From an optimization exercise on the open Yosys and OpenROAD flow, aimed at small area; shortcuts taken in it are not production practice. The RTL was checked by simulation tests, not by an equivalence proof against the original design. The flow treats the clock pin as an ideal source. Dropping or thinning the clock tree relies on that and would not hold on a real chip. No activity file was given, so power comes from the tool's default toggle rates.

## newspaper_vending_machine
module newspaper_vending_machine(
    input wire clk,              
    input wire reset,            
    input wire coin5,             
    input wire coin10,            
    input wire coin15,            
    output reg newspaper,         
    output reg [4:0] led_amount   
);
clock: 10.0 ns
lec_check: 0
cap_margin: 20
core_margin: 2
core_utilization: 40
slew_margin: 20
standard.sh (not shown) runs the stock make flow with config.mk's settings and CLKGATE_MAP_FILE= SYNTH_SCRIPT=/design/flow/synth_recipe.tcl, a recipe that flattens the netlist after the stock synthesis.
==> flow/flow/run.sh <==
#!/bin/bash
# Standard ORFS layout, except:
#  - after the standard synthesis, the logic between the registers is mapped
#    again for area (flow/remap.py; registers and their names are kept);
#  - the clock port drives a few clock buffers, one per cluster of registers
#    (flow/cts_hook.tcl, run before CTS), instead of TritonCTS's tree;
#  - every input and output port gets the smallest buffer.
# ORFS writes each step's log under orfs/logs; the others go to *.log here.
set -e
export FLOW_CLKBUF=${FLOW_CLKBUF:-sky130_fd_sc_hd__clkbuf_16}
export FLOW_NCLK=${FLOW_NCLK:-2}
export PRE_CTS_TCL=$PWD/flow/cts_hook.tcl
export BUFFER_PORTS_ARGS="-buffer_cell sky130_fd_sc_hd__buf_1"
R=orfs/results/$FLOW_PLATFORM/newspaper_vending_machine/base
bash standard.sh synth > standard_synth.log 2>&1
cp $R/1_2_yosys.v $R/1_2_yosys_standard.v
python3 flow/remap.py $R/1_2_yosys_standard.v remap_out.v orfs/objects/$FLOW_PLATFORM/newspaper_vending_machine/base/abc.constr > remap.log 2>&1
cp remap_out.v $R/1_2_yosys.v
rm -f $R/1_synth.odb
bash standard.sh > standard.log 2>&1
==> flow/flow/cts_hook.tcl <==
set block [ord::get_db_block]
set clknet [$block findNet clk]
set k $::env(FLOW_NCLK)
set pts {}
set its {}
foreach it [$clknet getITerms] {
  set b [[$it getInst] getBBox]
  lappend pts [list [expr {([$b xMin] + [$b xMax]) / 2.0}] [expr {([$b yMin] + [$b yMax]) / 2.0}]]
  lappend its $it
}
set n [llength $pts]
# initial centres: sinks sorted by x+y, evenly spaced
set order [lsort -real -indices [lmap p $pts {expr {[lindex $p 0] + [lindex $p 1]}}]]
set cen {}
for {set c 0} {$c < $k} {incr c} {
  lappend cen [lindex $pts [lindex $order [expr {int(($c + 0.5) * $n / $k)}]]]
}
# balanced k-means: each cluster takes at most ceil(n/k) sinks
set cap [expr {($n + $k - 1) / $k}]
for {set iter 0} {$iter < 30} {incr iter} {
  set pairs {}
  for {set i 0} {$i < $n} {incr i} {
    set p [lindex $pts $i]
    for {set c 0} {$c < $k} {incr c} {
      set q [lindex $cen $c]
      lappend pairs [list [expr {abs([lindex $p 0] - [lindex $q 0]) + abs([lindex $p 1] - [lindex $q 1])}] $i $c]
    }
  }
  set pairs [lsort -real -index 0 $pairs]
  set asg [lrepeat $n -1]
  set cnt [lrepeat $k 0]
  foreach pr $pairs {
    lassign $pr d i c
    if {[lindex $asg $i] >= 0 || [lindex $cnt $c] >= $cap} { continue }
    lset asg $i $c
    lset cnt $c [expr {[lindex $cnt $c] + 1}]
  }
  set new {}
  for {set c 0} {$c < $k} {incr c} {
    set sx 0.0; set sy 0.0; set m 0
    for {set i 0} {$i < $n} {incr i} {
      if {[lindex $asg $i] == $c} {
        set sx [expr {$sx + [lindex $pts $i 0]}]
        set sy [expr {$sy + [lindex $pts $i 1]}]
        incr m
      }
    }
    lappend new [list [expr {$sx / max($m, 1)}] [expr {$sy / max($m, 1)}]]
  }
  set cen $new
}
set master [[ord::get_db] findMaster $::env(FLOW_CLKBUF)]
for {set c 0} {$c < $k} {incr c} {
  set inst [odb::dbInst_create $block $master clkbuf_$c]
  set net [odb::dbNet_create $block clknet_$c]
  $net setSigType CLOCK
  for {set i 0} {$i < $n} {incr i} {
    if {[lindex $asg $i] == $c} {
      set it [lindex $its $i]
      $it disconnect
      $it connect $net
    }
  }
  [$inst findITerm A] connect $clknet
  [$inst findITerm X] connect $net
  $inst setLocation [expr {int([lindex $cen $c 0])}] [expr {int([lindex $cen $c 1])}]
  $inst setPlacementStatus PLACED
  puts "clock buffer clkbuf_$c ($::env(FLOW_CLKBUF)): [lindex $cnt $c] sinks at [lindex $cen $c]"
}
set_propagated_clock [all_clocks]
rename clock_tree_synthesis _tritoncts
proc clock_tree_synthesis {args} {
  puts "clock_tree_synthesis skipped: clock buffers inserted by flow/cts_hook.tcl"
}
Other scripts of this flow, unchanged in this note and not shown: flow/flow/remap.py
Then changed:
--- a/flow/flow/run.sh
+++ b/flow/flow/run.sh
@@ -3,10 +3,15 @@
 #  - after the standard synthesis, the logic between the registers is mapped
 #    again for area (flow/remap.py; registers and their names are kept);
-#  - the clock port drives a few clock buffers, one per cluster of registers
-#    (flow/cts_hook.tcl, run before CTS), instead of TritonCTS's tree;
+#  - the clock port drives one small inverter that drives a few clock
+#    inverters, one per cluster of registers (flow/cts_hook.tcl, run before
+#    CTS), instead of TritonCTS's tree;
 #  - every input and output port gets the smallest buffer.
 # ORFS writes each step's log under orfs/logs; the others go to *.log here.
 set -e
-export FLOW_CLKBUF=${FLOW_CLKBUF:-sky130_fd_sc_hd__clkbuf_16}
+# keep every temporary file inside the work folder
+mkdir -p tmp
+export TMPDIR=$PWD/tmp
+export FLOW_CLKROOT=${FLOW_CLKROOT-sky130_fd_sc_hd__clkinv_2}
+export FLOW_CLKBUF=${FLOW_CLKBUF:-sky130_fd_sc_hd__clkinv_8}
 export FLOW_NCLK=${FLOW_NCLK:-2}
 export PRE_CTS_TCL=$PWD/flow/cts_hook.tcl
--- a/flow/flow/cts_hook.tcl
+++ b/flow/flow/cts_hook.tcl
@@ -1,2 +1,9 @@
+# Clock tree: FLOW_NCLK clock drivers (FLOW_CLKBUF), each placed at the
+# centre of a cluster of registers (k-means on the placed positions) and
+# driving that cluster's clock pins.  If FLOW_CLKROOT is set (an inverter),
+# the clock port drives one such inverter, placed at the centre of all the
+# registers, and the cluster drivers (inverters too) hang from it, so every
+# register sees the clock through two inversions.  Replaces TritonCTS's
+# H-tree and its dummy loads.
 set block [ord::get_db_block]
 set clknet [$block findNet clk]
@@ -50,5 +57,23 @@
   set cen $new
 }
+set src $clknet
+if {[info exists ::env(FLOW_CLKROOT)] && $::env(FLOW_CLKROOT) ne ""} {
+  set sx 0.0
+  set sy 0.0
+  foreach p $pts {
+    set sx [expr {$sx + [lindex $p 0]}]
+    set sy [expr {$sy + [lindex $p 1]}]
+  }
+  set root [odb::dbInst_create $block [[ord::get_db] findMaster $::env(FLOW_CLKROOT)] clkroot]
+  set src [odb::dbNet_create $block clknet_root]
+  $src setSigType CLOCK
+  [$root findITerm A] connect $clknet
+  [$root findITerm Y] connect $src
+  $root setLocation [expr {int($sx / $n)}] [expr {int($sy / $n)}]
+  $root setPlacementStatus PLACED
+  puts "clock root $::env(FLOW_CLKROOT) at [expr {$sx / $n}] [expr {$sy / $n}]"
+}
 set master [[ord::get_db] findMaster $::env(FLOW_CLKBUF)]
+set out [expr {[$master findMTerm X] ne "NULL" ? "X" : "Y"}]
 for {set c 0} {$c < $k} {incr c} {
   set inst [odb::dbInst_create $block $master clkbuf_$c]
@@ -62,6 +87,6 @@
     }
   }
-  [$inst findITerm A] connect $clknet
-  [$inst findITerm X] connect $net
+  [$inst findITerm A] connect $src
+  [$inst findITerm $out] connect $net
   $inst setLocation [expr {int([lindex $cen $c 0])}] [expr {int([lindex $cen $c 1])}]
   $inst setPlacementStatus PLACED
@@ -69,4 +94,10 @@
 }
 set_propagated_clock [all_clocks]
+# cts.tcl runs repair_clock_inverters after this hook; it would clone the
+# clock inverters next to every register, so it is skipped too.
+rename repair_clock_inverters _repair_clock_inverters
+proc repair_clock_inverters {args} {
+  puts "repair_clock_inverters skipped: clock tree built by flow/cts_hook.tcl"
+}
 rename clock_tree_synthesis _tritoncts
 proc clock_tree_synthesis {args} {
The changed run produced a clean layout.
Setup slack loses 0.12 ns.
Register-to-register slack stays flat.
First-iteration DRC count does not change.
Critical path depth is unchanged.
Final area drops by 0.64%.
Power drops by 3.7%.
Wire length drops by 0.65%.
Clock power drops by about 15%.
Then changed:
--- a/flow/flow/run.sh
+++ b/flow/flow/run.sh
@@ -9,8 +9,5 @@
 # ORFS writes each step's log under orfs/logs; the others go to *.log here.
 set -e
-# keep every temporary file inside the work folder
-mkdir -p tmp
-export TMPDIR=$PWD/tmp
-export FLOW_CLKROOT=${FLOW_CLKROOT-sky130_fd_sc_hd__clkinv_2}
+export FLOW_CLKROOT=${FLOW_CLKROOT-sky130_fd_sc_hd__clkinv_4}
 export FLOW_CLKBUF=${FLOW_CLKBUF:-sky130_fd_sc_hd__clkinv_8}
 export FLOW_NCLK=${FLOW_NCLK:-2}
The new run went through all stages and came out clean.
Critical path depth stays the same.
Combinational power stays flat.
Total power is about the same.
Clock power goes up by about 1%.
Sequential cell count stays the same.
Synthesized cell count is unchanged.
Sequential share of layout area drops by 0.12 points.
Wire length barely changes.
Core utilization barely changes.
Setup slack improves by 0.094 ns.
No run of this note takes its clock network from TritonCTS; it comes from the design's own scripts or RTL.

[afterwards: timing with drivers on the ports]
Ports are ideal in the flow. The routed layouts listed here were re-timed in OpenROAD.
Step 1 sets driving cells, clkbuf_16 on the clock port and buf_2 on the other inputs (assumed; they add their load-dependent delay and slew).
Step 2 adds t to the input delays and takes it off the output delays; t is the mean of the earliest and latest rising clock arrival at the registers after step 1. Input paths then give back, and output paths get back, about the clock's delay inside the block.
Three values: ideal ports, drivers, drivers and shift; two values: the first two.
run	t (ns)	slack for setup (ns)	worst setup path after step 2	latest minus earliest clock arrival (ns)	worst data-port slew with drivers (ns)
the first run	0.210	6.196 / 6.150 / 6.360	register to output	0.005 / 0.006	0.03
the second run	0.307	6.076 / 6.048 / 6.355	register to output	0.006 / 0.006	0.03
the third run	0.222	6.170 / 6.136 / 6.358	register to output	0.005 / 0.006	0.03
After both steps setup and hold are still met in every run listed.
